Background: an optimization exercise with open tools, aiming at small area and a short achievable clock period. Do not read the settings as production practice.
At most, simulation tests tie the RTL to the original design; equivalence was not proved.
Only the layout flow was run in run 2; the RTL was not checked for function there.

[flow/design.v]
module fa (input logic a, b, c, output logic s, co);
  assign s = a ^ b ^ c;
  assign co = (a & b) | (a & c) | (b & c);
endmodule
module ha (input logic a, b, output logic s, co);
  assign s = a ^ b;
  assign co = a & b;
endmodule
module multiplier (input logic [15:0] x, y, output logic [15:0] p);
  logic b1_1;
  logic b2_2;
  logic bn_3;
  logic xn4;
  logic xn5;
  logic xn6;
  logic xn7;
  logic xn8;
  logic xn9;
  logic xn10;
  logic xn11;
  logic xn12;
  logic xn13;
  logic xn14;
  logic xn15;
  logic xn16;
  logic xn17;
  logic xn18;
  logic xn19;
  logic xn20;
  logic pp21;
  logic pp22;
  logic pp23;
  logic pp24;
  logic pp25;
  logic pp26;
  logic pp27;
  logic pp28;
  logic pp29;
  logic pp30;
  logic pp31;
  logic pp32;
  logic pp33;
  logic pp34;
  logic pp35;
  logic pp36;
  logic pp37;
  logic pp38;
  logic b1_39;
  logic b2_40;
  logic bn_41;
  logic xn42;
  logic xn43;
  logic xn44;
  logic xn45;
  logic xn46;
  logic xn47;
  logic xn48;
  logic xn49;
  logic xn50;
  logic xn51;
  logic xn52;
  logic xn53;
  logic xn54;
  logic xn55;
  logic xn56;
  logic xn57;
  logic xn58;
  logic pp59;
  logic pp60;
  logic pp61;
  logic pp62;
  logic pp63;
  logic pp64;
  logic pp65;
  logic pp66;
  logic pp67;
  logic pp68;
  logic pp69;
  logic pp70;
  logic pp71;
  logic pp72;
  logic pp73;
  logic pp74;
  logic pp75;
  logic pp76;
  logic b1_77;
  logic b2_78;
  logic bn_79;
  logic xn80;
  logic xn81;
  logic xn82;
  logic xn83;
  logic xn84;
  logic xn85;
  logic xn86;
  logic xn87;
  logic xn88;
  logic xn89;
  logic xn90;
  logic xn91;
  logic xn92;
  logic xn93;
  logic xn94;
  logic xn95;
  logic xn96;
  logic pp97;
  logic pp98;
  logic pp99;
  logic pp100;
  logic pp101;
  logic pp102;
  logic pp103;
  logic pp104;
  logic pp105;
  logic pp106;
  logic pp107;
  logic pp108;
  logic pp109;
  logic pp110;
  logic pp111;
  logic pp112;
  logic pp113;
  logic pp114;
  logic b1_115;
  logic b2_116;
  logic bn_117;
  logic xn118;
  logic xn119;
  logic xn120;
  logic xn121;
  logic xn122;
  logic xn123;
  logic xn124;
  logic xn125;
  logic xn126;
  logic xn127;
  logic xn128;
  logic xn129;
  logic xn130;
  logic xn131;
  logic xn132;
  logic xn133;
  logic xn134;
  logic pp135;
  logic pp136;
  logic pp137;
  logic pp138;
  logic pp139;
  logic pp140;
  logic pp141;
  logic pp142;
  logic pp143;
  logic pp144;
  logic pp145;
  logic pp146;
  logic pp147;
  logic pp148;
  logic pp149;
  logic pp150;
  logic pp151;
  logic pp152;
  logic b1_153;
  logic b2_154;
  logic bn_155;
  logic xn156;
  logic xn157;
  logic xn158;
  logic xn159;
  logic xn160;
  logic xn161;
  logic xn162;
  logic xn163;
  logic xn164;
  logic xn165;
  logic xn166;
  logic xn167;
  logic xn168;
  logic xn169;
  logic xn170;
  logic xn171;
  logic xn172;
  logic pp173;
  logic pp174;
  logic pp175;
  logic pp176;
  logic pp177;
  logic pp178;
  logic pp179;
  logic pp180;
  logic pp181;
  logic pp182;
  logic pp183;
  logic pp184;
  logic pp185;
  logic pp186;
  logic pp187;
  logic pp188;
  logic pp189;
  logic pp190;
  logic b1_191;
  logic b2_192;
  logic bn_193;
  logic xn194;
  logic xn195;
  logic xn196;
  logic xn197;
  logic xn198;
  logic xn199;
  logic xn200;
  logic xn201;
  logic xn202;
  logic xn203;
  logic xn204;
  logic xn205;
  logic xn206;
  logic xn207;
  logic xn208;
  logic xn209;
  logic xn210;
  logic pp211;
  logic pp212;
  logic pp213;
  logic pp214;
  logic pp215;
  logic pp216;
  logic pp217;
  logic pp218;
  logic pp219;
  logic pp220;
  logic pp221;
  logic pp222;
  logic pp223;
  logic pp224;
  logic pp225;
  logic pp226;
  logic pp227;
  logic pp228;
  logic b1_229;
  logic b2_230;
  logic bn_231;
  logic xn232;
  logic xn233;
  logic xn234;
  logic xn235;
  logic xn236;
  logic xn237;
  logic xn238;
  logic xn239;
  logic xn240;
  logic xn241;
  logic xn242;
  logic xn243;
  logic xn244;
  logic xn245;
  logic xn246;
  logic xn247;
  logic xn248;
  logic pp249;
  logic pp250;
  logic pp251;
  logic pp252;
  logic pp253;
  logic pp254;
  logic pp255;
  logic pp256;
  logic pp257;
  logic pp258;
  logic pp259;
  logic pp260;
  logic pp261;
  logic pp262;
  logic pp263;
  logic pp264;
  logic pp265;
  logic pp266;
  logic b1_267;
  logic b2_268;
  logic bn_269;
  logic xn270;
  logic xn271;
  logic xn272;
  logic xn273;
  logic xn274;
  logic xn275;
  logic xn276;
  logic xn277;
  logic xn278;
  logic xn279;
  logic xn280;
  logic xn281;
  logic xn282;
  logic xn283;
  logic xn284;
  logic xn285;
  logic xn286;
  logic pp287;
  logic pp288;
  logic pp289;
  logic pp290;
  logic pp291;
  logic pp292;
  logic pp293;
  logic pp294;
  logic pp295;
  logic pp296;
  logic pp297;
  logic pp298;
  logic pp299;
  logic pp300;
  logic pp301;
  logic pp302;
  logic pp303;
  logic pp304;
  logic pp305;
  logic pp306;
  logic pp307;
  logic pp308;
  logic pp309;
  logic pp310;
  logic pp311;
  logic pp312;
  logic pp313;
  logic pp314;
  logic pp315;
  logic pp316;
  logic pp317;
  logic pp318;
  logic pp319;
  logic pp320;
  logic s321;
  logic c322;
  logic s323;
  logic c324;
  logic s325;
  logic c326;
  logic s327;
  logic c328;
  logic s329;
  logic c330;
  logic s331;
  logic c332;
  logic s333;
  logic c334;
  logic s335;
  logic c336;
  logic s337;
  logic c338;
  logic s339;
  logic c340;
  logic s341;
  logic c342;
  logic s343;
  logic c344;
  logic s345;
  logic c346;
  logic s347;
  logic c348;
  logic s349;
  logic c350;
  logic s351;
  logic c352;
  logic s353;
  logic c354;
  logic s355;
  logic c356;
  logic s357;
  logic c358;
  logic s359;
  logic c360;
  logic s361;
  logic c362;
  logic s363;
  logic c364;
  logic s365;
  logic c366;
  logic s367;
  logic c368;
  logic s369;
  logic c370;
  logic s371;
  logic c372;
  logic s373;
  logic c374;
  logic s375;
  logic c376;
  logic s377;
  logic c378;
  logic s379;
  logic c380;
  logic s381;
  logic c382;
  logic s383;
  logic c384;
  logic s385;
  logic c386;
  logic s387;
  logic c388;
  logic s389;
  logic c390;
  logic s391;
  logic c392;
  logic s393;
  logic c394;
  logic s395;
  logic c396;
  logic s397;
  logic c398;
  logic s399;
  logic c400;
  logic s401;
  logic c402;
  logic s403;
  logic c404;
  logic s405;
  logic c406;
  logic s407;
  logic c408;
  logic s409;
  logic c410;
  logic s411;
  logic c412;
  logic s413;
  logic c414;
  logic s415;
  logic c416;
  logic s417;
  logic c418;
  logic s419;
  logic c420;
  logic s421;
  logic c422;
  logic s423;
  logic c424;
  logic s425;
  logic c426;
  logic s427;
  logic c428;
  logic s429;
  logic c430;
  logic s431;
  logic c432;
  logic s433;
  logic c434;
  logic s435;
  logic c436;
  logic s437;
  logic c438;
  logic s439;
  logic c440;
  logic s441;
  logic c442;
  logic s443;
  logic c444;
  logic s445;
  logic c446;
  logic s447;
  logic c448;
  logic s449;
  logic c450;
  logic s451;
  logic c452;
  logic s453;
  logic c454;
  logic s455;
  logic c456;
  logic s457;
  logic c458;
  logic s459;
  logic c460;
  logic s461;
  logic c462;
  logic s463;
  logic c464;
  logic s465;
  logic c466;
  logic s467;
  logic c468;
  logic s469;
  logic c470;
  logic s471;
  logic c472;
  logic s473;
  logic c474;
  logic s475;
  logic c476;
  logic s477;
  logic c478;
  logic s479;
  logic c480;
  logic s481;
  logic c482;
  logic s483;
  logic c484;
  logic s485;
  logic c486;
  logic s487;
  logic c488;
  logic s489;
  logic c490;
  logic s491;
  logic c492;
  logic s493;
  logic c494;
  logic s495;
  logic c496;
  logic s497;
  logic c498;
  logic s499;
  logic c500;
  logic s501;
  logic c502;
  logic s503;
  logic c504;
  logic s505;
  logic c506;
  logic s507;
  logic c508;
  logic s509;
  logic c510;
  logic s511;
  logic c512;
  logic s513;
  logic c514;
  logic s515;
  logic c516;
  logic s517;
  logic c518;
  logic s519;
  logic c520;
  logic s521;
  logic c522;
  logic s523;
  logic c524;
  logic s525;
  logic c526;
  logic s527;
  logic c528;
  logic s529;
  logic c530;
  logic s531;
  logic c532;
  logic s533;
  logic c534;
  logic s535;
  logic c536;
  logic s537;
  logic c538;
  logic s539;
  logic c540;
  logic s541;
  logic c542;
  logic s543;
  logic c544;
  logic s545;
  logic c546;
  logic s547;
  logic c548;
  logic s549;
  logic c550;
  logic s551;
  logic c552;
  logic s553;
  logic c554;
  logic s555;
  logic c556;
  logic s557;
  logic c558;
  logic s559;
  logic c560;
  logic s561;
  logic c562;
  logic s563;
  logic c564;
  logic s565;
  logic c566;
  logic s567;
  logic c568;
  logic s569;
  logic c570;
  logic s571;
  logic c572;
  logic s573;
  logic c574;
  logic s575;
  logic c576;
  logic s577;
  logic c578;
  logic s579;
  logic c580;
  logic s581;
  logic c582;
  logic s583;
  logic c584;
  assign b1_1 = y[0] ^ 1'b0;
  assign b2_2 = (y[1] & ~y[0] & ~1'b0) | (~y[1] & y[0] & 1'b0);
  assign bn_3 = y[1] & ~(y[0] & 1'b0);
  assign xn4 = x[0] ^ bn_3;
  assign xn5 = x[1] ^ bn_3;
  assign xn6 = x[2] ^ bn_3;
  assign xn7 = x[3] ^ bn_3;
  assign xn8 = x[4] ^ bn_3;
  assign xn9 = x[5] ^ bn_3;
  assign xn10 = x[6] ^ bn_3;
  assign xn11 = x[7] ^ bn_3;
  assign xn12 = x[8] ^ bn_3;
  assign xn13 = x[9] ^ bn_3;
  assign xn14 = x[10] ^ bn_3;
  assign xn15 = x[11] ^ bn_3;
  assign xn16 = x[12] ^ bn_3;
  assign xn17 = x[13] ^ bn_3;
  assign xn18 = x[14] ^ bn_3;
  assign xn19 = x[15] ^ bn_3;
  assign xn20 = 1'b0 ^ bn_3;
  assign pp21 = (b1_1 & xn4) | (b2_2 & bn_3);
  assign pp22 = (b1_1 & xn5) | (b2_2 & xn4);
  assign pp23 = (b1_1 & xn6) | (b2_2 & xn5);
  assign pp24 = (b1_1 & xn7) | (b2_2 & xn6);
  assign pp25 = (b1_1 & xn8) | (b2_2 & xn7);
  assign pp26 = (b1_1 & xn9) | (b2_2 & xn8);
  assign pp27 = (b1_1 & xn10) | (b2_2 & xn9);
  assign pp28 = (b1_1 & xn11) | (b2_2 & xn10);
  assign pp29 = (b1_1 & xn12) | (b2_2 & xn11);
  assign pp30 = (b1_1 & xn13) | (b2_2 & xn12);
  assign pp31 = (b1_1 & xn14) | (b2_2 & xn13);
  assign pp32 = (b1_1 & xn15) | (b2_2 & xn14);
  assign pp33 = (b1_1 & xn16) | (b2_2 & xn15);
  assign pp34 = (b1_1 & xn17) | (b2_2 & xn16);
  assign pp35 = (b1_1 & xn18) | (b2_2 & xn17);
  assign pp36 = (b1_1 & xn19) | (b2_2 & xn18);
  assign pp37 = (b1_1 & xn20) | (b2_2 & xn19);
  assign pp38 = ~bn_3;
  assign b1_39 = y[2] ^ y[1];
  assign b2_40 = (y[3] & ~y[2] & ~y[1]) | (~y[3] & y[2] & y[1]);
  assign bn_41 = y[3] & ~(y[2] & y[1]);
  assign xn42 = x[0] ^ bn_41;
  assign xn43 = x[1] ^ bn_41;
  assign xn44 = x[2] ^ bn_41;
  assign xn45 = x[3] ^ bn_41;
  assign xn46 = x[4] ^ bn_41;
  assign xn47 = x[5] ^ bn_41;
  assign xn48 = x[6] ^ bn_41;
  assign xn49 = x[7] ^ bn_41;
  assign xn50 = x[8] ^ bn_41;
  assign xn51 = x[9] ^ bn_41;
  assign xn52 = x[10] ^ bn_41;
  assign xn53 = x[11] ^ bn_41;
  assign xn54 = x[12] ^ bn_41;
  assign xn55 = x[13] ^ bn_41;
  assign xn56 = x[14] ^ bn_41;
  assign xn57 = x[15] ^ bn_41;
  assign xn58 = 1'b0 ^ bn_41;
  assign pp59 = (b1_39 & xn42) | (b2_40 & bn_41);
  assign pp60 = (b1_39 & xn43) | (b2_40 & xn42);
  assign pp61 = (b1_39 & xn44) | (b2_40 & xn43);
  assign pp62 = (b1_39 & xn45) | (b2_40 & xn44);
  assign pp63 = (b1_39 & xn46) | (b2_40 & xn45);
  assign pp64 = (b1_39 & xn47) | (b2_40 & xn46);
  assign pp65 = (b1_39 & xn48) | (b2_40 & xn47);
  assign pp66 = (b1_39 & xn49) | (b2_40 & xn48);
  assign pp67 = (b1_39 & xn50) | (b2_40 & xn49);
  assign pp68 = (b1_39 & xn51) | (b2_40 & xn50);
  assign pp69 = (b1_39 & xn52) | (b2_40 & xn51);
  assign pp70 = (b1_39 & xn53) | (b2_40 & xn52);
  assign pp71 = (b1_39 & xn54) | (b2_40 & xn53);
  assign pp72 = (b1_39 & xn55) | (b2_40 & xn54);
  assign pp73 = (b1_39 & xn56) | (b2_40 & xn55);
  assign pp74 = (b1_39 & xn57) | (b2_40 & xn56);
  assign pp75 = (b1_39 & xn58) | (b2_40 & xn57);
  assign pp76 = ~bn_41;
  assign b1_77 = y[4] ^ y[3];
  assign b2_78 = (y[5] & ~y[4] & ~y[3]) | (~y[5] & y[4] & y[3]);
  assign bn_79 = y[5] & ~(y[4] & y[3]);
  assign xn80 = x[0] ^ bn_79;
  assign xn81 = x[1] ^ bn_79;
  assign xn82 = x[2] ^ bn_79;
  assign xn83 = x[3] ^ bn_79;
  assign xn84 = x[4] ^ bn_79;
  assign xn85 = x[5] ^ bn_79;
  assign xn86 = x[6] ^ bn_79;
  assign xn87 = x[7] ^ bn_79;
  assign xn88 = x[8] ^ bn_79;
  assign xn89 = x[9] ^ bn_79;
  assign xn90 = x[10] ^ bn_79;
  assign xn91 = x[11] ^ bn_79;
  assign xn92 = x[12] ^ bn_79;
  assign xn93 = x[13] ^ bn_79;
  assign xn94 = x[14] ^ bn_79;
  assign xn95 = x[15] ^ bn_79;
  assign xn96 = 1'b0 ^ bn_79;
  assign pp97 = (b1_77 & xn80) | (b2_78 & bn_79);
  assign pp98 = (b1_77 & xn81) | (b2_78 & xn80);
  assign pp99 = (b1_77 & xn82) | (b2_78 & xn81);
  assign pp100 = (b1_77 & xn83) | (b2_78 & xn82);
  assign pp101 = (b1_77 & xn84) | (b2_78 & xn83);
  assign pp102 = (b1_77 & xn85) | (b2_78 & xn84);
  assign pp103 = (b1_77 & xn86) | (b2_78 & xn85);
  assign pp104 = (b1_77 & xn87) | (b2_78 & xn86);
  assign pp105 = (b1_77 & xn88) | (b2_78 & xn87);
  assign pp106 = (b1_77 & xn89) | (b2_78 & xn88);
  assign pp107 = (b1_77 & xn90) | (b2_78 & xn89);
  assign pp108 = (b1_77 & xn91) | (b2_78 & xn90);
  assign pp109 = (b1_77 & xn92) | (b2_78 & xn91);
  assign pp110 = (b1_77 & xn93) | (b2_78 & xn92);
  assign pp111 = (b1_77 & xn94) | (b2_78 & xn93);
  assign pp112 = (b1_77 & xn95) | (b2_78 & xn94);
  assign pp113 = (b1_77 & xn96) | (b2_78 & xn95);
  assign pp114 = ~bn_79;
  assign b1_115 = y[6] ^ y[5];
  assign b2_116 = (y[7] & ~y[6] & ~y[5]) | (~y[7] & y[6] & y[5]);
  assign bn_117 = y[7] & ~(y[6] & y[5]);
  assign xn118 = x[0] ^ bn_117;
  assign xn119 = x[1] ^ bn_117;
  assign xn120 = x[2] ^ bn_117;
  assign xn121 = x[3] ^ bn_117;
  assign xn122 = x[4] ^ bn_117;
  assign xn123 = x[5] ^ bn_117;
  assign xn124 = x[6] ^ bn_117;
  assign xn125 = x[7] ^ bn_117;
  assign xn126 = x[8] ^ bn_117;
  assign xn127 = x[9] ^ bn_117;
  assign xn128 = x[10] ^ bn_117;
  assign xn129 = x[11] ^ bn_117;
  assign xn130 = x[12] ^ bn_117;
  assign xn131 = x[13] ^ bn_117;
  assign xn132 = x[14] ^ bn_117;
  assign xn133 = x[15] ^ bn_117;
  assign xn134 = 1'b0 ^ bn_117;
  assign pp135 = (b1_115 & xn118) | (b2_116 & bn_117);
  assign pp136 = (b1_115 & xn119) | (b2_116 & xn118);
  assign pp137 = (b1_115 & xn120) | (b2_116 & xn119);
  assign pp138 = (b1_115 & xn121) | (b2_116 & xn120);
  assign pp139 = (b1_115 & xn122) | (b2_116 & xn121);
  assign pp140 = (b1_115 & xn123) | (b2_116 & xn122);
  assign pp141 = (b1_115 & xn124) | (b2_116 & xn123);
  assign pp142 = (b1_115 & xn125) | (b2_116 & xn124);
  assign pp143 = (b1_115 & xn126) | (b2_116 & xn125);
  assign pp144 = (b1_115 & xn127) | (b2_116 & xn126);
  assign pp145 = (b1_115 & xn128) | (b2_116 & xn127);
  assign pp146 = (b1_115 & xn129) | (b2_116 & xn128);
  assign pp147 = (b1_115 & xn130) | (b2_116 & xn129);
  assign pp148 = (b1_115 & xn131) | (b2_116 & xn130);
  assign pp149 = (b1_115 & xn132) | (b2_116 & xn131);
  assign pp150 = (b1_115 & xn133) | (b2_116 & xn132);
  assign pp151 = (b1_115 & xn134) | (b2_116 & xn133);
  assign pp152 = ~bn_117;
  assign b1_153 = y[8] ^ y[7];
  assign b2_154 = (y[9] & ~y[8] & ~y[7]) | (~y[9] & y[8] & y[7]);
  assign bn_155 = y[9] & ~(y[8] & y[7]);
  assign xn156 = x[0] ^ bn_155;
  assign xn157 = x[1] ^ bn_155;
  assign xn158 = x[2] ^ bn_155;
  assign xn159 = x[3] ^ bn_155;
  assign xn160 = x[4] ^ bn_155;
  assign xn161 = x[5] ^ bn_155;
  assign xn162 = x[6] ^ bn_155;
  assign xn163 = x[7] ^ bn_155;
  assign xn164 = x[8] ^ bn_155;
  assign xn165 = x[9] ^ bn_155;
  assign xn166 = x[10] ^ bn_155;
  assign xn167 = x[11] ^ bn_155;
  assign xn168 = x[12] ^ bn_155;
  assign xn169 = x[13] ^ bn_155;
  assign xn170 = x[14] ^ bn_155;
  assign xn171 = x[15] ^ bn_155;
  assign xn172 = 1'b0 ^ bn_155;
  assign pp173 = (b1_153 & xn156) | (b2_154 & bn_155);
  assign pp174 = (b1_153 & xn157) | (b2_154 & xn156);
  assign pp175 = (b1_153 & xn158) | (b2_154 & xn157);
  assign pp176 = (b1_153 & xn159) | (b2_154 & xn158);
  assign pp177 = (b1_153 & xn160) | (b2_154 & xn159);
  assign pp178 = (b1_153 & xn161) | (b2_154 & xn160);
  assign pp179 = (b1_153 & xn162) | (b2_154 & xn161);
  assign pp180 = (b1_153 & xn163) | (b2_154 & xn162);
  assign pp181 = (b1_153 & xn164) | (b2_154 & xn163);
  assign pp182 = (b1_153 & xn165) | (b2_154 & xn164);
  assign pp183 = (b1_153 & xn166) | (b2_154 & xn165);
  assign pp184 = (b1_153 & xn167) | (b2_154 & xn166);
  assign pp185 = (b1_153 & xn168) | (b2_154 & xn167);
  assign pp186 = (b1_153 & xn169) | (b2_154 & xn168);
  assign pp187 = (b1_153 & xn170) | (b2_154 & xn169);
  assign pp188 = (b1_153 & xn171) | (b2_154 & xn170);
  assign pp189 = (b1_153 & xn172) | (b2_154 & xn171);
  assign pp190 = ~bn_155;
  assign b1_191 = y[10] ^ y[9];
  assign b2_192 = (y[11] & ~y[10] & ~y[9]) | (~y[11] & y[10] & y[9]);
  assign bn_193 = y[11] & ~(y[10] & y[9]);
  assign xn194 = x[0] ^ bn_193;
  assign xn195 = x[1] ^ bn_193;
  assign xn196 = x[2] ^ bn_193;
  assign xn197 = x[3] ^ bn_193;
  assign xn198 = x[4] ^ bn_193;
  assign xn199 = x[5] ^ bn_193;
  assign xn200 = x[6] ^ bn_193;
  assign xn201 = x[7] ^ bn_193;
  assign xn202 = x[8] ^ bn_193;
  assign xn203 = x[9] ^ bn_193;
  assign xn204 = x[10] ^ bn_193;
  assign xn205 = x[11] ^ bn_193;
  assign xn206 = x[12] ^ bn_193;
  assign xn207 = x[13] ^ bn_193;
  assign xn208 = x[14] ^ bn_193;
  assign xn209 = x[15] ^ bn_193;
  assign xn210 = 1'b0 ^ bn_193;
  assign pp211 = (b1_191 & xn194) | (b2_192 & bn_193);
  assign pp212 = (b1_191 & xn195) | (b2_192 & xn194);
  assign pp213 = (b1_191 & xn196) | (b2_192 & xn195);
  assign pp214 = (b1_191 & xn197) | (b2_192 & xn196);
  assign pp215 = (b1_191 & xn198) | (b2_192 & xn197);
  assign pp216 = (b1_191 & xn199) | (b2_192 & xn198);
  assign pp217 = (b1_191 & xn200) | (b2_192 & xn199);
  assign pp218 = (b1_191 & xn201) | (b2_192 & xn200);
  assign pp219 = (b1_191 & xn202) | (b2_192 & xn201);
  assign pp220 = (b1_191 & xn203) | (b2_192 & xn202);
  assign pp221 = (b1_191 & xn204) | (b2_192 & xn203);
  assign pp222 = (b1_191 & xn205) | (b2_192 & xn204);
  assign pp223 = (b1_191 & xn206) | (b2_192 & xn205);
  assign pp224 = (b1_191 & xn207) | (b2_192 & xn206);
  assign pp225 = (b1_191 & xn208) | (b2_192 & xn207);
  assign pp226 = (b1_191 & xn209) | (b2_192 & xn208);
  assign pp227 = (b1_191 & xn210) | (b2_192 & xn209);
  assign pp228 = ~bn_193;
  assign b1_229 = y[12] ^ y[11];
  assign b2_230 = (y[13] & ~y[12] & ~y[11]) | (~y[13] & y[12] & y[11]);
  assign bn_231 = y[13] & ~(y[12] & y[11]);
  assign xn232 = x[0] ^ bn_231;
  assign xn233 = x[1] ^ bn_231;
  assign xn234 = x[2] ^ bn_231;
  assign xn235 = x[3] ^ bn_231;
  assign xn236 = x[4] ^ bn_231;
  assign xn237 = x[5] ^ bn_231;
  assign xn238 = x[6] ^ bn_231;
  assign xn239 = x[7] ^ bn_231;
  assign xn240 = x[8] ^ bn_231;
  assign xn241 = x[9] ^ bn_231;
  assign xn242 = x[10] ^ bn_231;
  assign xn243 = x[11] ^ bn_231;
  assign xn244 = x[12] ^ bn_231;
  assign xn245 = x[13] ^ bn_231;
  assign xn246 = x[14] ^ bn_231;
  assign xn247 = x[15] ^ bn_231;
  assign xn248 = 1'b0 ^ bn_231;
  assign pp249 = (b1_229 & xn232) | (b2_230 & bn_231);
  assign pp250 = (b1_229 & xn233) | (b2_230 & xn232);
  assign pp251 = (b1_229 & xn234) | (b2_230 & xn233);
  assign pp252 = (b1_229 & xn235) | (b2_230 & xn234);
  assign pp253 = (b1_229 & xn236) | (b2_230 & xn235);
  assign pp254 = (b1_229 & xn237) | (b2_230 & xn236);
  assign pp255 = (b1_229 & xn238) | (b2_230 & xn237);
  assign pp256 = (b1_229 & xn239) | (b2_230 & xn238);
  assign pp257 = (b1_229 & xn240) | (b2_230 & xn239);
  assign pp258 = (b1_229 & xn241) | (b2_230 & xn240);
  assign pp259 = (b1_229 & xn242) | (b2_230 & xn241);
  assign pp260 = (b1_229 & xn243) | (b2_230 & xn242);
  assign pp261 = (b1_229 & xn244) | (b2_230 & xn243);
  assign pp262 = (b1_229 & xn245) | (b2_230 & xn244);
  assign pp263 = (b1_229 & xn246) | (b2_230 & xn245);
  assign pp264 = (b1_229 & xn247) | (b2_230 & xn246);
  assign pp265 = (b1_229 & xn248) | (b2_230 & xn247);
  assign pp266 = ~bn_231;
  assign b1_267 = y[14] ^ y[13];
  assign b2_268 = (y[15] & ~y[14] & ~y[13]) | (~y[15] & y[14] & y[13]);
  assign bn_269 = y[15] & ~(y[14] & y[13]);
  assign xn270 = x[0] ^ bn_269;
  assign xn271 = x[1] ^ bn_269;
  assign xn272 = x[2] ^ bn_269;
  assign xn273 = x[3] ^ bn_269;
  assign xn274 = x[4] ^ bn_269;
  assign xn275 = x[5] ^ bn_269;
  assign xn276 = x[6] ^ bn_269;
  assign xn277 = x[7] ^ bn_269;
  assign xn278 = x[8] ^ bn_269;
  assign xn279 = x[9] ^ bn_269;
  assign xn280 = x[10] ^ bn_269;
  assign xn281 = x[11] ^ bn_269;
  assign xn282 = x[12] ^ bn_269;
  assign xn283 = x[13] ^ bn_269;
  assign xn284 = x[14] ^ bn_269;
  assign xn285 = x[15] ^ bn_269;
  assign xn286 = 1'b0 ^ bn_269;
  assign pp287 = (b1_267 & xn270) | (b2_268 & bn_269);
  assign pp288 = (b1_267 & xn271) | (b2_268 & xn270);
  assign pp289 = (b1_267 & xn272) | (b2_268 & xn271);
  assign pp290 = (b1_267 & xn273) | (b2_268 & xn272);
  assign pp291 = (b1_267 & xn274) | (b2_268 & xn273);
  assign pp292 = (b1_267 & xn275) | (b2_268 & xn274);
  assign pp293 = (b1_267 & xn276) | (b2_268 & xn275);
  assign pp294 = (b1_267 & xn277) | (b2_268 & xn276);
  assign pp295 = (b1_267 & xn278) | (b2_268 & xn277);
  assign pp296 = (b1_267 & xn279) | (b2_268 & xn278);
  assign pp297 = (b1_267 & xn280) | (b2_268 & xn279);
  assign pp298 = (b1_267 & xn281) | (b2_268 & xn280);
  assign pp299 = (b1_267 & xn282) | (b2_268 & xn281);
  assign pp300 = (b1_267 & xn283) | (b2_268 & xn282);
  assign pp301 = (b1_267 & xn284) | (b2_268 & xn283);
  assign pp302 = (b1_267 & xn285) | (b2_268 & xn284);
  assign pp303 = (b1_267 & xn286) | (b2_268 & xn285);
  assign pp304 = ~bn_269;
  assign pp305 = x[0] & y[15];
  assign pp306 = x[1] & y[15];
  assign pp307 = x[2] & y[15];
  assign pp308 = x[3] & y[15];
  assign pp309 = x[4] & y[15];
  assign pp310 = x[5] & y[15];
  assign pp311 = x[6] & y[15];
  assign pp312 = x[7] & y[15];
  assign pp313 = x[8] & y[15];
  assign pp314 = x[9] & y[15];
  assign pp315 = x[10] & y[15];
  assign pp316 = x[11] & y[15];
  assign pp317 = x[12] & y[15];
  assign pp318 = x[13] & y[15];
  assign pp319 = x[14] & y[15];
  assign pp320 = x[15] & y[15];
  ha us321 (.a(bn_193), .b(pp103), .s(s321), .co(c322));
  ha us323 (.a(pp104), .b(pp140), .s(s323), .co(c324));
  fa us325 (.a(bn_231), .b(pp105), .c(pp141), .s(s325), .co(c326));
  ha us327 (.a(pp177), .b(pp213), .s(s327), .co(c328));
  fa us329 (.a(pp106), .b(pp142), .c(pp178), .s(s329), .co(c330));
  ha us331 (.a(pp214), .b(pp250), .s(s331), .co(c332));
  fa us333 (.a(bn_269), .b(pp107), .c(pp143), .s(s333), .co(c334));
  fa us335 (.a(pp179), .b(pp215), .c(pp251), .s(s335), .co(c336));
  ha us337 (.a(pp287), .b(pp35), .s(s337), .co(c338));
  fa us339 (.a(pp108), .b(pp144), .c(pp180), .s(s339), .co(c340));
  fa us341 (.a(pp216), .b(pp252), .c(pp288), .s(s341), .co(c342));
  ha us343 (.a(pp36), .b(pp72), .s(s343), .co(c344));
  fa us345 (.a(pp305), .b(pp109), .c(pp145), .s(s345), .co(c346));
  fa us347 (.a(pp181), .b(pp217), .c(pp253), .s(s347), .co(c348));
  fa us349 (.a(pp289), .b(pp37), .c(pp73), .s(s349), .co(c350));
  fa us351 (.a(pp306), .b(bn_3), .c(pp110), .s(s351), .co(c352));
  fa us353 (.a(pp146), .b(pp182), .c(pp218), .s(s353), .co(c354));
  fa us355 (.a(pp254), .b(pp290), .c(pp74), .s(s355), .co(c356));
  fa us357 (.a(pp307), .b(bn_3), .c(pp111), .s(s357), .co(c358));
  fa us359 (.a(pp147), .b(pp183), .c(pp219), .s(s359), .co(c360));
  fa us361 (.a(pp255), .b(pp291), .c(pp75), .s(s361), .co(c362));
  fa us363 (.a(pp308), .b(pp38), .c(pp76), .s(s363), .co(c364));
  fa us365 (.a(pp112), .b(pp148), .c(pp184), .s(s365), .co(c366));
  fa us367 (.a(pp220), .b(pp256), .c(pp292), .s(s367), .co(c368));
  assign s369 = ~(pp309 ^ pp113);
  assign c370 = pp309 | pp113;
  fa us371 (.a(pp149), .b(pp185), .c(pp221), .s(s371), .co(c372));
  ha us373 (.a(pp257), .b(pp293), .s(s373), .co(c374));
  fa us375 (.a(pp310), .b(pp114), .c(pp150), .s(s375), .co(c376));
  fa us377 (.a(pp186), .b(pp222), .c(pp258), .s(s377), .co(c378));
  assign s379 = ~(pp311 ^ pp151);
  assign c380 = pp311 | pp151;
  ha us381 (.a(pp187), .b(pp223), .s(s381), .co(c382));
  fa us383 (.a(pp312), .b(pp152), .c(pp188), .s(s383), .co(c384));
  assign s385 = ~pp313;
  assign c386 = pp313;
  ha us387 (.a(bn_117), .b(pp135), .s(s387), .co(c388));
  ha us389 (.a(pp100), .b(pp136), .s(s389), .co(c390));
  fa us391 (.a(bn_155), .b(pp101), .c(pp137), .s(s391), .co(c392));
  ha us393 (.a(pp173), .b(pp29), .s(s393), .co(c394));
  fa us395 (.a(pp102), .b(pp138), .c(pp174), .s(s395), .co(c396));
  ha us397 (.a(pp30), .b(pp66), .s(s397), .co(c398));
  fa us399 (.a(pp139), .b(pp175), .c(pp211), .s(s399), .co(c400));
  fa us401 (.a(pp31), .b(pp67), .c(s321), .s(s401), .co(c402));
  fa us403 (.a(pp176), .b(pp212), .c(pp32), .s(s403), .co(c404));
  fa us405 (.a(pp68), .b(c322), .c(s323), .s(s405), .co(c406));
  fa us407 (.a(pp249), .b(pp33), .c(pp69), .s(s407), .co(c408));
  fa us409 (.a(c324), .b(s327), .c(s325), .s(s409), .co(c410));
  fa us411 (.a(pp34), .b(pp70), .c(c328), .s(s411), .co(c412));
  fa us413 (.a(s331), .b(c326), .c(s329), .s(s413), .co(c414));
  fa us415 (.a(pp71), .b(c332), .c(s337), .s(s415), .co(c416));
  fa us417 (.a(c330), .b(s333), .c(s335), .s(s417), .co(c418));
  fa us419 (.a(c338), .b(s343), .c(c334), .s(s419), .co(c420));
  fa us421 (.a(c336), .b(s339), .c(s341), .s(s421), .co(c422));
  fa us423 (.a(c344), .b(c340), .c(c342), .s(s423), .co(c424));
  fa us425 (.a(s345), .b(s347), .c(s349), .s(s425), .co(c426));
  fa us427 (.a(c346), .b(c348), .c(c350), .s(s427), .co(c428));
  fa us429 (.a(s351), .b(s353), .c(s355), .s(s429), .co(c430));
  fa us431 (.a(c352), .b(c354), .c(c356), .s(s431), .co(c432));
  fa us433 (.a(s357), .b(s359), .c(s361), .s(s433), .co(c434));
  fa us435 (.a(s363), .b(c358), .c(c360), .s(s435), .co(c436));
  fa us437 (.a(c362), .b(s365), .c(s367), .s(s437), .co(c438));
  fa us439 (.a(c364), .b(s373), .c(c366), .s(s439), .co(c440));
  fa us441 (.a(c368), .b(s369), .c(s371), .s(s441), .co(c442));
  fa us443 (.a(pp294), .b(c374), .c(c370), .s(s443), .co(c444));
  fa us445 (.a(c372), .b(s375), .c(s377), .s(s445), .co(c446));
  fa us447 (.a(pp259), .b(pp295), .c(s381), .s(s447), .co(c448));
  fa us449 (.a(c376), .b(c378), .c(s379), .s(s449), .co(c450));
  fa us451 (.a(pp224), .b(pp260), .c(pp296), .s(s451), .co(c452));
  fa us453 (.a(c382), .b(c380), .c(s383), .s(s453), .co(c454));
  fa us455 (.a(s385), .b(pp189), .c(pp225), .s(s455), .co(c456));
  fa us457 (.a(pp261), .b(pp297), .c(c384), .s(s457), .co(c458));
  fa us459 (.a(pp314), .b(pp190), .c(c386), .s(s459), .co(c460));
  fa us461 (.a(pp226), .b(pp262), .c(pp298), .s(s461), .co(c462));
  assign s463 = ~(pp315 ^ pp227);
  assign c464 = pp315 | pp227;
  ha us465 (.a(pp263), .b(pp299), .s(s465), .co(c466));
  fa us467 (.a(pp316), .b(pp228), .c(pp264), .s(s467), .co(c468));
  assign s469 = ~pp317;
  assign c470 = pp317;
  ha us471 (.a(bn_79), .b(pp25), .s(s471), .co(c472));
  ha us473 (.a(pp26), .b(pp62), .s(s473), .co(c474));
  fa us475 (.a(pp27), .b(pp63), .c(pp99), .s(s475), .co(c476));
  fa us477 (.a(pp28), .b(pp64), .c(c388), .s(s477), .co(c478));
  fa us479 (.a(pp65), .b(c390), .c(s393), .s(s479), .co(c480));
  fa us481 (.a(c394), .b(s397), .c(c392), .s(s481), .co(c482));
  fa us483 (.a(c398), .b(c396), .c(s399), .s(s483), .co(c484));
  fa us485 (.a(c400), .b(s403), .c(c402), .s(s485), .co(c486));
  fa us487 (.a(c404), .b(s407), .c(c406), .s(s487), .co(c488));
  fa us489 (.a(c408), .b(s411), .c(c410), .s(s489), .co(c490));
  fa us491 (.a(c412), .b(s415), .c(c414), .s(s491), .co(c492));
  fa us493 (.a(c416), .b(c418), .c(s419), .s(s493), .co(c494));
  fa us495 (.a(c420), .b(c422), .c(s423), .s(s495), .co(c496));
  fa us497 (.a(c424), .b(c426), .c(s427), .s(s497), .co(c498));
  fa us499 (.a(c428), .b(c430), .c(s431), .s(s499), .co(c500));
  fa us501 (.a(c432), .b(c434), .c(s435), .s(s501), .co(c502));
  fa us503 (.a(c436), .b(c438), .c(s439), .s(s503), .co(c504));
  fa us505 (.a(c440), .b(c442), .c(s443), .s(s505), .co(c506));
  fa us507 (.a(s447), .b(c444), .c(c446), .s(s507), .co(c508));
  fa us509 (.a(s451), .b(c448), .c(c450), .s(s509), .co(c510));
  fa us511 (.a(c452), .b(s455), .c(c454), .s(s511), .co(c512));
  fa us513 (.a(s459), .b(c456), .c(s461), .s(s513), .co(c514));
  fa us515 (.a(c460), .b(s465), .c(c462), .s(s515), .co(c516));
  fa us517 (.a(pp300), .b(c466), .c(c464), .s(s517), .co(c518));
  fa us519 (.a(s469), .b(pp265), .c(pp301), .s(s519), .co(c520));
  fa us521 (.a(pp318), .b(pp266), .c(c470), .s(s521), .co(c522));
  assign s523 = ~pp319;
  assign c524 = pp319;
  ha us525 (.a(bn_41), .b(pp23), .s(s525), .co(c526));
  ha us527 (.a(pp24), .b(pp60), .s(s527), .co(c528));
  fa us529 (.a(pp61), .b(pp97), .c(s471), .s(s529), .co(c530));
  fa us531 (.a(pp98), .b(c472), .c(s473), .s(s531), .co(c532));
  fa us533 (.a(c474), .b(s387), .c(s475), .s(s533), .co(c534));
  fa us535 (.a(s389), .b(c476), .c(s477), .s(s535), .co(c536));
  fa us537 (.a(s391), .b(c478), .c(s479), .s(s537), .co(c538));
  fa us539 (.a(s395), .b(c480), .c(s481), .s(s539), .co(c540));
  fa us541 (.a(s401), .b(c482), .c(s483), .s(s541), .co(c542));
  fa us543 (.a(s405), .b(c484), .c(s485), .s(s543), .co(c544));
  fa us545 (.a(s409), .b(c486), .c(s487), .s(s545), .co(c546));
  fa us547 (.a(s413), .b(c488), .c(s489), .s(s547), .co(c548));
  fa us549 (.a(s417), .b(c490), .c(s491), .s(s549), .co(c550));
  fa us551 (.a(s421), .b(c492), .c(s493), .s(s551), .co(c552));
  fa us553 (.a(s425), .b(c494), .c(s495), .s(s553), .co(c554));
  fa us555 (.a(s429), .b(c496), .c(s497), .s(s555), .co(c556));
  fa us557 (.a(s433), .b(c498), .c(s499), .s(s557), .co(c558));
  fa us559 (.a(s437), .b(c500), .c(s501), .s(s559), .co(c560));
  fa us561 (.a(s441), .b(c502), .c(s503), .s(s561), .co(c562));
  fa us563 (.a(s445), .b(c504), .c(s505), .s(s563), .co(c564));
  fa us565 (.a(s449), .b(c506), .c(s507), .s(s565), .co(c566));
  fa us567 (.a(s453), .b(c508), .c(s509), .s(s567), .co(c568));
  fa us569 (.a(s457), .b(c510), .c(s511), .s(s569), .co(c570));
  fa us571 (.a(c458), .b(s513), .c(c512), .s(s571), .co(c572));
  fa us573 (.a(s463), .b(c514), .c(s515), .s(s573), .co(c574));
  fa us575 (.a(s467), .b(c516), .c(s517), .s(s575), .co(c576));
  fa us577 (.a(c468), .b(s519), .c(c518), .s(s577), .co(c578));
  fa us579 (.a(pp302), .b(s521), .c(c520), .s(s579), .co(c580));
  fa us581 (.a(s523), .b(pp303), .c(c522), .s(s581), .co(c582));
  fa us583 (.a(pp320), .b(pp304), .c(c524), .s(s583), .co(c584));
  logic [31:0] ra, rb, sum;
  assign ra = {s583, s581, s579, s577, c574, s573, c570, c568, c566, c564, c562, c560, c558, c556, c554, c552, c550, c548, c546, c544, c542, c540, c538, c536, c534, c532, c530, c528, c526, pp59, pp22, bn_3};
  assign rb = {c582, c580, c578, c576, s575, c572, s571, s569, s567, s565, s563, s561, s559, s557, s555, s553, s551, s549, s547, s545, s543, s541, s539, s537, s535, s533, s531, s529, s527, s525, 1'b0, pp21};
  logic [31:0] g0, p0;
  assign g0 = ra & rb;
  assign p0 = ra ^ rb;
  logic gg1_1, pp1_1;
  assign gg1_1 = g0[1] | (p0[1] & g0[0]);
  assign pp1_1 = p0[1] & p0[0];
  logic gg1_3, pp1_3;
  assign gg1_3 = g0[3] | (p0[3] & g0[2]);
  assign pp1_3 = p0[3] & p0[2];
  logic gg1_5, pp1_5;
  assign gg1_5 = g0[5] | (p0[5] & g0[4]);
  assign pp1_5 = p0[5] & p0[4];
  logic gg1_7, pp1_7;
  assign gg1_7 = g0[7] | (p0[7] & g0[6]);
  assign pp1_7 = p0[7] & p0[6];
  logic gg1_9, pp1_9;
  assign gg1_9 = g0[9] | (p0[9] & g0[8]);
  assign pp1_9 = p0[9] & p0[8];
  logic gg1_11, pp1_11;
  assign gg1_11 = g0[11] | (p0[11] & g0[10]);
  assign pp1_11 = p0[11] & p0[10];
  logic gg1_13, pp1_13;
  assign gg1_13 = g0[13] | (p0[13] & g0[12]);
  assign pp1_13 = p0[13] & p0[12];
  logic gg1_15, pp1_15;
  assign gg1_15 = g0[15] | (p0[15] & g0[14]);
  assign pp1_15 = p0[15] & p0[14];
  logic gg1_17, pp1_17;
  assign gg1_17 = g0[17] | (p0[17] & g0[16]);
  assign pp1_17 = p0[17] & p0[16];
  logic gg1_19, pp1_19;
  assign gg1_19 = g0[19] | (p0[19] & g0[18]);
  assign pp1_19 = p0[19] & p0[18];
  logic gg1_21, pp1_21;
  assign gg1_21 = g0[21] | (p0[21] & g0[20]);
  assign pp1_21 = p0[21] & p0[20];
  logic gg1_23, pp1_23;
  assign gg1_23 = g0[23] | (p0[23] & g0[22]);
  assign pp1_23 = p0[23] & p0[22];
  logic gg1_25, pp1_25;
  assign gg1_25 = g0[25] | (p0[25] & g0[24]);
  assign pp1_25 = p0[25] & p0[24];
  logic gg1_27, pp1_27;
  assign gg1_27 = g0[27] | (p0[27] & g0[26]);
  assign pp1_27 = p0[27] & p0[26];
  logic gg1_29, pp1_29;
  assign gg1_29 = g0[29] | (p0[29] & g0[28]);
  assign pp1_29 = p0[29] & p0[28];
  logic gg1_31, pp1_31;
  assign gg1_31 = g0[31] | (p0[31] & g0[30]);
  assign pp1_31 = p0[31] & p0[30];
  logic gg2_3, pp2_3;
  assign gg2_3 = gg1_3 | (pp1_3 & gg1_1);
  assign pp2_3 = pp1_3 & pp1_1;
  logic gg2_7, pp2_7;
  assign gg2_7 = gg1_7 | (pp1_7 & gg1_5);
  assign pp2_7 = pp1_7 & pp1_5;
  logic gg2_11, pp2_11;
  assign gg2_11 = gg1_11 | (pp1_11 & gg1_9);
  assign pp2_11 = pp1_11 & pp1_9;
  logic gg2_15, pp2_15;
  assign gg2_15 = gg1_15 | (pp1_15 & gg1_13);
  assign pp2_15 = pp1_15 & pp1_13;
  logic gg2_19, pp2_19;
  assign gg2_19 = gg1_19 | (pp1_19 & gg1_17);
  assign pp2_19 = pp1_19 & pp1_17;
  logic gg2_23, pp2_23;
  assign gg2_23 = gg1_23 | (pp1_23 & gg1_21);
  assign pp2_23 = pp1_23 & pp1_21;
  logic gg2_27, pp2_27;
  assign gg2_27 = gg1_27 | (pp1_27 & gg1_25);
  assign pp2_27 = pp1_27 & pp1_25;
  logic gg2_31, pp2_31;
  assign gg2_31 = gg1_31 | (pp1_31 & gg1_29);
  assign pp2_31 = pp1_31 & pp1_29;
  logic gg3_7, pp3_7;
  assign gg3_7 = gg2_7 | (pp2_7 & gg2_3);
  assign pp3_7 = pp2_7 & pp2_3;
  logic gg3_15, pp3_15;
  assign gg3_15 = gg2_15 | (pp2_15 & gg2_11);
  assign pp3_15 = pp2_15 & pp2_11;
  logic gg3_23, pp3_23;
  assign gg3_23 = gg2_23 | (pp2_23 & gg2_19);
  assign pp3_23 = pp2_23 & pp2_19;
  logic gg3_31, pp3_31;
  assign gg3_31 = gg2_31 | (pp2_31 & gg2_27);
  assign pp3_31 = pp2_31 & pp2_27;
  logic gg4_15, pp4_15;
  assign gg4_15 = gg3_15 | (pp3_15 & gg3_7);
  assign pp4_15 = pp3_15 & pp3_7;
  logic gg4_31, pp4_31;
  assign gg4_31 = gg3_31 | (pp3_31 & gg3_23);
  assign pp4_31 = pp3_31 & pp3_23;
  logic gg5_31, pp5_31;
  assign gg5_31 = gg4_31 | (pp4_31 & gg4_15);
  assign pp5_31 = pp4_31 & pp4_15;
  logic gg7_23, pp7_23;
  assign gg7_23 = gg3_23 | (pp3_23 & gg4_15);
  assign pp7_23 = pp3_23 & pp4_15;
  logic gg8_11, pp8_11;
  assign gg8_11 = gg2_11 | (pp2_11 & gg3_7);
  assign pp8_11 = pp2_11 & pp3_7;
  logic gg8_19, pp8_19;
  assign gg8_19 = gg2_19 | (pp2_19 & gg4_15);
  assign pp8_19 = pp2_19 & pp4_15;
  logic gg8_27, pp8_27;
  assign gg8_27 = gg2_27 | (pp2_27 & gg7_23);
  assign pp8_27 = pp2_27 & pp7_23;
  logic gg9_5, pp9_5;
  assign gg9_5 = gg1_5 | (pp1_5 & gg2_3);
  assign pp9_5 = pp1_5 & pp2_3;
  logic gg9_9, pp9_9;
  assign gg9_9 = gg1_9 | (pp1_9 & gg3_7);
  assign pp9_9 = pp1_9 & pp3_7;
  logic gg9_13, pp9_13;
  assign gg9_13 = gg1_13 | (pp1_13 & gg8_11);
  assign pp9_13 = pp1_13 & pp8_11;
  logic gg9_17, pp9_17;
  assign gg9_17 = gg1_17 | (pp1_17 & gg4_15);
  assign pp9_17 = pp1_17 & pp4_15;
  logic gg9_21, pp9_21;
  assign gg9_21 = gg1_21 | (pp1_21 & gg8_19);
  assign pp9_21 = pp1_21 & pp8_19;
  logic gg9_25, pp9_25;
  assign gg9_25 = gg1_25 | (pp1_25 & gg7_23);
  assign pp9_25 = pp1_25 & pp7_23;
  logic gg9_29, pp9_29;
  assign gg9_29 = gg1_29 | (pp1_29 & gg8_27);
  assign pp9_29 = pp1_29 & pp8_27;
  logic gg10_2, pp10_2;
  assign gg10_2 = g0[2] | (p0[2] & gg1_1);
  assign pp10_2 = p0[2] & pp1_1;
  logic gg10_4, pp10_4;
  assign gg10_4 = g0[4] | (p0[4] & gg2_3);
  assign pp10_4 = p0[4] & pp2_3;
  logic gg10_6, pp10_6;
  assign gg10_6 = g0[6] | (p0[6] & gg9_5);
  assign pp10_6 = p0[6] & pp9_5;
  logic gg10_8, pp10_8;
  assign gg10_8 = g0[8] | (p0[8] & gg3_7);
  assign pp10_8 = p0[8] & pp3_7;
  logic gg10_10, pp10_10;
  assign gg10_10 = g0[10] | (p0[10] & gg9_9);
  assign pp10_10 = p0[10] & pp9_9;
  logic gg10_12, pp10_12;
  assign gg10_12 = g0[12] | (p0[12] & gg8_11);
  assign pp10_12 = p0[12] & pp8_11;
  logic gg10_14, pp10_14;
  assign gg10_14 = g0[14] | (p0[14] & gg9_13);
  assign pp10_14 = p0[14] & pp9_13;
  logic gg10_16, pp10_16;
  assign gg10_16 = g0[16] | (p0[16] & gg4_15);
  assign pp10_16 = p0[16] & pp4_15;
  logic gg10_18, pp10_18;
  assign gg10_18 = g0[18] | (p0[18] & gg9_17);
  assign pp10_18 = p0[18] & pp9_17;
  logic gg10_20, pp10_20;
  assign gg10_20 = g0[20] | (p0[20] & gg8_19);
  assign pp10_20 = p0[20] & pp8_19;
  logic gg10_22, pp10_22;
  assign gg10_22 = g0[22] | (p0[22] & gg9_21);
  assign pp10_22 = p0[22] & pp9_21;
  logic gg10_24, pp10_24;
  assign gg10_24 = g0[24] | (p0[24] & gg7_23);
  assign pp10_24 = p0[24] & pp7_23;
  logic gg10_26, pp10_26;
  assign gg10_26 = g0[26] | (p0[26] & gg9_25);
  assign pp10_26 = p0[26] & pp9_25;
  logic gg10_28, pp10_28;
  assign gg10_28 = g0[28] | (p0[28] & gg8_27);
  assign pp10_28 = p0[28] & pp8_27;
  logic gg10_30, pp10_30;
  assign gg10_30 = g0[30] | (p0[30] & gg9_29);
  assign pp10_30 = p0[30] & pp9_29;
  assign sum[0] = p0[0];
  assign sum[31:1] = p0[31:1] ^ {gg10_30, gg9_29, gg10_28, gg8_27, gg10_26, gg9_25, gg10_24, gg7_23, gg10_22, gg9_21, gg10_20, gg8_19, gg10_18, gg9_17, gg10_16, gg4_15, gg10_14, gg9_13, gg10_12, gg8_11, gg10_10, gg9_9, gg10_8, gg3_7, gg10_6, gg9_5, gg10_4, gg2_3, gg10_2, gg1_1, g0[0]};
  assign p = sum[30:15];
endmodule
module divider (input logic [15:0] N,D,IA0,IA1,IA2,IA3,
                input logic clk, reset, kSave, nSave, dSave, kNextSel,
                input logic [1:0] muxSelB,
                output logic [15:0] quotient, remainder);
  logic [15:0] n, d, k, left, right, p;
  logic s0, s1, s2, s3, sk;
  assign s0 = ~reset & kNextSel & (D[14:13] == 2'd0);
  assign s1 = ~reset & kNextSel & (D[14:13] == 2'd1);
  assign s2 = ~reset & kNextSel & (D[14:13] == 2'd2);
  assign s3 = ~reset & kNextSel & (D[14:13] == 2'd3);
  assign sk = ~reset & ~kNextSel;
  assign left = ({16{s0}} & IA0) | ({16{s1}} & IA1) | ({16{s2}} & IA2) | ({16{s3}} & IA3)
              | ({16{sk}} & k);
  always_comb
    case (muxSelB)
      2'd0: right = N;
      2'd1: right = D;
      2'd2: right = n;
      default: right = d;
    endcase
  multiplier mult(.x(left), .y(right), .p(p));
  always_ff @(posedge clk) begin
    if (nSave | reset) n <= p;
    if (dSave | reset) d <= p;
    if (kSave | reset) k <= ~(p | {16{reset}});
    if (nSave | reset) quotient <= n & {16{~reset}};
  end
  assign remainder = 16'b0;
endmodule
[flow/flow/run.sh]
#!/bin/bash
# Own layout flow: the standard flow (standard.sh) with these changes:
#  - synthesis keeps the full-adder and half-adder modules (fa, ha) as their own modules so
#    each becomes one sky130 fa/ha cell, and extracts adders only inside them (not in the rest
#    of the logic, e.g. the final carry-lookahead adder); the netlist is then flattened and
#    renamed exactly as the standard synthesis script does;
#  - the remaining logic is mapped with flow/abc.script (ABC map with area recovery, no
#    buffering or sizing: the layout's repair sizes cells with real wire loads);
#  - port buffers are small buf cells instead of the default delay-buffer cell;
#  - timing repair aims for extra setup margin (SETUP_SLACK_MARGIN).
set -euo pipefail
W=$PWD
export SYNTH_KEEP_MODULES="fa ha"
export BUFFER_PORTS_ARGS="-buffer_cell sky130_fd_sc_hd__buf_1"
export ABC_AREA=1
export SETUP_SLACK_MARGIN=8.4
sed 's#^  extract_fa {\*}\[dont_use_extract_fa_args\]$#  extract_fa {*}[dont_use_extract_fa_args] fa ha#' \
  "$FLOW_HOME/scripts/synth.tcl" > "$W/synth_mod.tcl"
grep -q 'extract_fa {\*}\[dont_use_extract_fa_args\] fa ha' "$W/synth_mod.tcl"
# abc: our own mapping script (flow/abc.script) in place of ORFS's
sed -i 's#^  log_cmd abc {\*}\$abc_args$#  set abc_args [lreplace $abc_args 1 1 $::env(OWN_ABC_SCRIPT)]\n&#' "$W/synth_mod.tcl"
grep -q 'OWN_ABC_SCRIPT' "$W/synth_mod.tcl"
export OWN_ABC_SCRIPT="$W/flow/abc.script"
sed "s#\$::env(SCRIPTS_DIR)/synth.tcl#$W/synth_mod.tcl#" "$W/synth_recipe.tcl" > "$W/own_synth.tcl"
grep -q "source $W/synth_mod.tcl" "$W/own_synth.tcl"
sed "s#SYNTH_SCRIPT=[^ ]*#SYNTH_SCRIPT=$W/own_synth.tcl#" "$W/standard.sh" > "$W/own_standard.sh"
grep -q "SYNTH_SCRIPT=$W/own_synth.tcl" "$W/own_standard.sh"
bash "$W/own_standard.sh" > "$W/standard_flow.log" 2>&1
[flow/flow/abc.script]
strash
dch
map -B 0.9
topo
stime -c
[flow/standard.sh]
#!/bin/bash
# synth_recipe.tcl (not shown) runs the flow's synth.tcl, then flattens the netlist and writes it again
# the make line also repeats each setting of config.mk as NAME=value (left out here)
make -C /OpenROAD-flow-scripts/flow DESIGN_CONFIG=/design/flow/config.mk WORK_HOME=/design/flow/orfs CLKGATE_MAP_FILE= SYNTH_SCRIPT=/design/flow/synth_recipe.tcl "${@:-finish}"
[flow/config.mk]
export PLATFORM = sky130hd
export DESIGN_NAME = divider
export DESIGN_NICKNAME = divider
export VERILOG_FILES = /design/flow/design.v
export SDC_FILE = /design/flow/constraint.sdc
export NUM_CORES = 4
export LEC_CHECK = 0
export CAP_MARGIN = 0
export CORE_MARGIN = 2
export CORE_UTILIZATION = 40
export CTS_BUF_LIST = sky130_fd_sc_hd__clkbuf_8
export SLEW_MARGIN = 0
[flow/constraint.sdc]
create_clock -name core_clock -period 18.0 [get_ports {clk}]
set_input_delay 3.6000 -clock core_clock [delete_from_list [all_inputs] [get_ports {clk}]]
set_output_delay 3.6000 -clock core_clock [all_outputs]
set_load 0.01 [all_outputs]
==> flow_summary.ini, run 1 <==
[run_status]
status = timing/DRC/antenna clean

[sta]
fmax_mhz = 109.3
finalHoldViolations = 0
maxSlewHeadroom_pct = 46.35
fin_crit_ns = 9.149
slew_violations = 0
setup_viol = 0
fin_skew_ns = 0.01463
worst_pin_slew_ns = 0.8048
fin_crit_sh_pct = 50.83
rsz0062_at_grt = false
tns_ns = 0

[die]
die-area_um2 = 23550
core-area_um2 = 21890
die_y_um = 153.5
io_pins = 136
initial_core_util_pct = 40.82
rows = 54
die_w_um = 153.5

[placed_design]
port_buffers = 119
placed_cells = 1460
place.gp.congestion = 0.9111
dp_hpwl_mm = 21.71

[cts]
clk_latency_ns = 0.35
cts-htree-levels = 3
cts_root_buf = clkbuf_8
clk_path_buf_depth = 2
cts.sinks = 64
clk_pin_slew_ns = 0.07
numCtsBuffers = 9
tritoncts = built
hold_buffers = 0

[worst_setup_path]
cp.arrival_ns = 9.24
crit_path_end_kind = flip-flop
cp-start-kind = input pin
path_delay_family = adder cells
critical_path_class = input pin to flip-flop
cpMaxStageDelayCell = fa_1
path_common_cell = nand2_1
required_ns = 18.09
worst-path-max-fanout = 38
worst-path-buf-inv = 7
cpPeakStageDelay_ns = 0.51

[global_routing]
grt_pass1_wl_mm = 43.32
grt_max_degree = 39
grt.total_usage_pct = 23.39
grt_pass1_vias = 8138
gr-total-overflow = 0
antenna_found_initial = 0

[route]
first_pass_iters = 8
dr.first_iter.drc_count = 685
route.detailed.drc = 0
routed_wl_mm = 28.07
wl_per_cell_um = 18.56
vias = 8318
ant_nets = 0
via_per_inst = 5.501

[yosys]
syn_avg_cell_area_um2 = 8.566
yosysSeqAreaShare_pct = 21.51
ys_ff_latch = 64
syn_inst = 1043
synth_area_um2 = 8935
synth.distinct_cells = 27
synth_warnings = 1

[cells_and_area]
final_cells = 1512
final_layout_size_suffix_gt1_share_pct = 11.85
area_growth_pct = 18.93
fin_nets = 1456
n_antenna_cell = 0

[min_path]
hp-class = flip-flop to flip-flop

[job]
maxCapViolCount = 0
## state kept, by name (all words and copies together), names as in the netlist
register	flops
d	16
k	16
quotient	16
n	16
## modules after synthesis, one instance, submodules excluded
module	flip-flops and latches	cells	cell area, um2
divider	64	918	6560
fa	0	1	20.02
ha	0	1	12.51
## worst paths after layout
kind	slack, ns	from	to	depth (start not counted)
max	8.85	reset	k[11]	27
min reg2reg	0.59	n[9]	quotient[9]	2
min	0.59	n[9]	quotient[9]	2
max reg2reg	12.30	n[8]	k[11]	23
## cell usage after synthesis, drive strengths merged
master / count / area [um2]
o21a: 1 / 7.510
a31oi: 3 / 18.77
o22ai: 124 / 775.7
fa: 108 / 2162
o211ai: 1 / 7.510
o21bai: 3 / 22.52
o2111ai: 11 / 96.34
nand3: 36 / 180.2
edfxtp: 64 / 1922
a21oi: 11 / 55.05
xnor2: 15 / 131.4
conb: 1 / 3.750
nor3b: 1 / 7.510
buf: 16 / 120.1
a221oi: 4 / 35.03
a22o: 12 / 120.1
nand4: 1 / 6.260
clkinv: 129 / 484.2
o21ai: 36 / 180.2
nor4: 14 / 87.58
nor2: 121 / 454.2
or2: 6 / 37.54
xor2: 124 / 1086
o221ai: 5 / 43.79
nor3: 4 / 20.02
ha: 17 / 212.7
nand2: 175 / 656.9
## cell families after synthesis
group	synth area share, %
xor+xnor	13.63
other cells	0.04197
simple gates	16.23
fa+ha+maj	26.58
compound gates	15.25
buf+inv	6.764
flops	21.51
## cell type report
type                            count  area (um2)
Clock inverter                      7       87.58
Sequential cell                    64        1922
Tap cell                          280       350.3
Inverter                          129       575.6
Fill cell                        2163       11260
Multi-Input combinational cell    849        6660
Timing Repair Buffer              174       907.1
Clock buffer                        9       123.9
## stage by stage
step | hold WS [ns] | area (um2) | utilization [%] | worst slack [ns]
5_1_grt | 0.6315 | 10630 | 48.54 | 8.400
3_5_place_dp | 0.5808 | 9888 | 45.17 | 7.131
2_1_floorplan | 0.5460 | 8994 | - | 8.492
4_1_cts | 0.5959 | 10190 | 46.54 | 8.405
3_3_place_gp | 0.5650 | 9888 | 45.17 | 7.336
6_report | 0.5938 | 10630 | 48.54 | 8.851
## routing by layer
layer  GRT usage (%)  vias up  part of all wire [%]
met1           32.34     3986                    43
met5               0        -                     0
met4           5.199        0                   2.0
li1                -     3923                     -
met3           3.544       46                   7.3
met2           39.03      363                    48
## cells in the final DEF (no fill, tap or decap), types with 5 or more instances in the layout
master,synthesis,final
buf_4,16,49
ha_1,17,17
xnor2_1,15,15
nand2_1,175,163
buf_1,0,117
bufinv_8,0,5
nor2_2,0,6
nand2_2,0,11
o221ai_1,5,5
clkbuf_8,0,9
fa_1,108,108
or2_2,6,6
xor2_1,124,124
nor2_1,121,108
nor2_4,0,7
clkinvlp_4,0,5
conb_1,1,16
a21oi_1,11,11
edfxtp_1,64,64
nor4_2,0,12
nand3_1,36,36
clkinv_1,129,114
o21ai_0,36,29
a22o_2,12,12
o2111ai_1,11,11
o22ai_1,124,123
## worst reg2reg max path: stages, from the launching register on
cell and delay, ns:
edfxtp_1 0.38, clkinv_1 0.07, o2111ai_1 0.11, o21ai_0 0.22, nor2_2 0.11, nor2_4 0.29, buf_4 0.27, xor2_1 0.24
o22ai_1 0.14, fa_1 0.50, fa_1 0.44, fa_1 0.51, fa_1 0.45, nand2_1 0.13, clkinv_1 0.07, nor2_1 0.25
clkinv_1 0.17, nor4_1 0.30, nor2_1 0.08, nand2_1 0.20, nand2_1 0.08, nand2_1 0.09, xor2_1 0.30, nor2_1 0.07
## what timing repair did
action / in CTS / in global routing
pin swaps: 1 / 7
gates resized for setup: 26 / 47
setup buffers: 4 / 32
endpoints found under the setup margin: 48 / 43
==> inputs of run 2 (changes only) <==
--- a/flow/design.v
+++ b/flow/design.v
@@ -1236,11 +1236,11 @@
                 output logic [15:0] quotient, remainder);
   logic [15:0] n, d, k, left, right, p;
   logic s0, s1, s2, s3, sk;
-  assign s0 = ~reset & kNextSel & (D[14:13] == 2'd0);
-  assign s1 = ~reset & kNextSel & (D[14:13] == 2'd1);
-  assign s2 = ~reset & kNextSel & (D[14:13] == 2'd2);
-  assign s3 = ~reset & kNextSel & (D[14:13] == 2'd3);
-  assign sk = ~reset & ~kNextSel;
+  assign s0 = kNextSel & (D[14:13] == 2'd0);
+  assign s1 = kNextSel & (D[14:13] == 2'd1);
+  assign s2 = kNextSel & (D[14:13] == 2'd2);
+  assign s3 = kNextSel & (D[14:13] == 2'd3);
+  assign sk = ~kNextSel;
   assign left = ({16{s0}} & IA0) | ({16{s1}} & IA1) | ({16{s2}} & IA2) | ({16{s3}} & IA3)
               | ({16{sk}} & k);
   always_comb
@@ -1252,8 +1252,8 @@
     endcase
   multiplier mult(.x(left), .y(right), .p(p));
   always_ff @(posedge clk) begin
-    if (nSave | reset) n <= p;
-    if (dSave | reset) d <= p;
+    if (nSave | reset) n <= p & {16{~reset}};
+    if (dSave | reset) d <= p & {16{~reset}};
     if (kSave | reset) k <= ~(p | {16{reset}});
     if (nSave | reset) quotient <= n & {16{~reset}};
   end
--- a/flow/config.mk
+++ b/flow/config.mk
@@ -5,8 +5,8 @@
 export SDC_FILE = /design/flow/constraint.sdc
 export NUM_CORES = 4
 export LEC_CHECK = 0
-export CAP_MARGIN = 0
+export CAP_MARGIN = 20
 export CORE_MARGIN = 2
 export CORE_UTILIZATION = 40
 export CTS_BUF_LIST = sky130_fd_sc_hd__clkbuf_8
-export SLEW_MARGIN = 0
+export SLEW_MARGIN = 20
==> run 2 against run 1 <==
  * Critical path type unchanged
  * Final cell count increased by 0.33%
  * Largest cell class unchanged
  * Via count increased by 2.3%
  * Count of clock-buffer cells in the layout unchanged
  * Highest routed layer unchanged
  * Critical path depth increased by 5
  * Setup slack got worse by 0.097 ns
==> flow_summary.ini, run 2 <==
[worst_setup_path]
ff2ff_setup_slack_ns = 12.20
cpMaxStageDelayCell = fa_1
crit_path_end_kind = flip-flop
required_ns = 18.10
critical_path_class = input pin to flip-flop
cp.arrival_ns = 9.35
ff2ff_path_depth = 29
path_common_cell = nand2_1
worst-path-max-fanout = 16
cp-start-kind = input pin
cpPeakStageDelay_ns = 0.53

[yosys]
netlist_top_cells_count = 151 x nand2_1, 140 x nor2_1, 133 x clkinv_1, 133 x o22ai_1, 121 x xor2_1
synth_edf_count = 64
yosysSeqAreaShare_pct = 21.26
ys_ff_latch = 64
syn_inst = 1063
synth_warnings = 1
ys_async_sr_fraction_pct = 0
syn_avg_cell_area_um2 = 8.503
yosysTopAreaCell = fa_1
synth_area_um2 = 9039
synth.area.top_cells = fa_1 24%, edfxtp_1 21%, xor2_1 12%, o22ai_1 9.2%, nand2_1 6.3%
synth_top_area_share_pct = 23.92
yosysMostFrequentCell = nand2_1
synthFlopType = edfxtp_1
synth.distinct_cells = 29

[die]
initial_core_util_pct = 40.29
die_y_um = 154.3
rows = 55
io_pins = 136
die_w_um = 154.3
die-area_um2 = 23810
core-area_um2 = 22430

[sta]
tns_ns = 0
rsz0062_at_grt = false
fin_skew_ns = 0.01785
finalHoldViolations = 0
slew_violations = 0
maxSlewHeadroom_pct = 44.73
whs_ns = 0.5987
worst_pin_slew_ns = 0.8291
fin_crit_sh_pct = 51.37
fin_crit_ns = 9.246
fmax_mhz = 108.2
setup_viol = 0

[min_path]
whs_path_depth = 2
hp-class = flip-flop to flip-flop

[global_routing]
antenna_found_initial = 0
gr-total-overflow = 0
grt.total_usage_pct = 24.28
grt_max_degree = 51
grt_pass1_vias = 8485
grt_pass1_wl_mm = 44.71

[cells_and_area]
layout_common_cells = 141 x nand2_1, 132 x o22ai_1, 128 x nor2_1, 121 x xor2_1, 119 x clkinv_1
final_layout_size_suffix_gt1_share_pct = 11.20
area_growth_pct = 17.34
finalCoreUtilization_pct = 47.28
n_antenna_cell = 0
fin_nets = 1456
final_common_cell = nand2_1

[route]
vias = 8511
ant_nets = 0
routed_wl_mm = 29.04
first_pass_iters = 6
wl_per_cell_um = 19.14
route.detailed.drc = 0
via_per_inst = 5.610
dr.first_iter.drc_count = 651

[placed_design]
place.gp.congestion = 0.9191
dp_hpwl_mm = 22.25
port_buffers = 119

[cts]
cts_root_buf = clkbuf_8
numCtsBuffers = 9
clk_latency_ns = 0.36
cts-htree-levels = 3
cts.sinks = 64
tritoncts = built
clk_path_buf_depth = 2
clk_pin_slew_ns = 0.09
hold_buffers = 0

[run_status]
status = timing/DRC/antenna clean

[job]
maxCapViolCount = 0
## run 2: changes by cell type in the layout (fill, tap and decap cells not counted), sizes merged, moves of 7 or more
cell,change
clkinv,+7
buf,-23
o22ai,+9
nand3,+9
a211oi,+9
nor2,+19
nor4,-9
nand2,-24
## run 2: path summary, 6_finish.rpt
| path | from | endpoint |
|---|---|---|
| max reg2reg | n[15] | d[15] |
| min reg2reg | n[9] | quotient[9] |
| min | n[9] | quotient[9] |
| max | muxSelB[0] | d[15] |
## run 2: area by class of cell
| class | instances | area (um2) |
|---|---|---|
| Multi-Input combinational cell | 865 | 6784 |
| Fill cell | 2242 | 11830 |
| Inverter | 133 | 605.6 |
| Clock buffer | 9 | 123.9 |
| Timing Repair Buffer | 154 | 759.5 |
| Clock inverter | 7 | 55.05 |
| Tap cell | 285 | 356.6 |
| Sequential cell | 64 | 1922 |
## run 2: kinds of logic after synthesis
logic type	after synthesis	share of synthesized area, %
and+or+nand+nor	358	16.07
AOI/OAI and AO/OA	231	16.42
buffers and inverters	149	6.852
xor gates and xnor gates	135	13.08
adders and majority gates	125	26.27
DFF	64	21.26
other	1	0.04149
## run 2: through the flow
step	cells	setup WS, ns	area [um2]
2_1_floorplan	1078	8.400	9100
3_3_place_gp	1487	7.266	10020
3_5_place_dp	1487	7.092	10020
4_1_cts	1506	8.415	10280
5_1_grt	1517	8.366	10610
6_report	1517	8.754	10610
## run 2: per-layer routing
metal / global-route usage, % / wire [um]
met2: 42.86 / 14550
met1: 30.30 / 11630
met3: 4.175 / 1771
met5: 0 / 0
met4: 7.937 / 1083
## run 2: Yosys stat by module, one instance, submodules excluded
| module | cells | cell area [um2] |
|---|---|---|
| divider | 938 | 6664 |
| fa | 1 | 20.02 |
| ha | 1 | 12.51 |
## run 2: worst max-delay path: cells and delay by family
kind / cells / cell delay, ns
buffers and inverters: 7 / 1.18
AND/OR/NAND/NOR: 15 / 1.67
adder cells (fa/ha/maj): 4 / 1.83
AO/OA/AOI/OAI: 6 / 1.05
## run 2: repair_timing
item	4_1_cts	5_1_grt
setup endpoints to repair	48	42
resized for setup	28	46
buffers inserted	3	11
pin swaps	0	4
gates cloned	0	0

port drivers added, routing unchanged:
In the flow no input, the clock included, has a driving cell. The finished layouts below were timed again as built, in two steps.
Step 1 sets driving cells, clkbuf_16 on the clock port and buf_2 on the other inputs (assumed; they add their load-dependent delay and slew).
Step 2 also shifts input and output timing later by t, the mid clock arrival at the registers, as if the neighbouring blocks saw the same clock.
a / b / c = ideal ports / drivers / drivers and shift; a / b = the first two.
run	t (ns)	setup slack, ns	worst setup path at the end
run 1	0.370	8.851 / 8.855 / 8.485	input to register
run 2	0.387	8.754 / 8.761 / 8.374	input to register
After both steps every run listed still meets setup and hold. For run 2, which loses most, drivers alone change the setup slack by +0.007 ns; drivers and shift together by -0.380 ns.
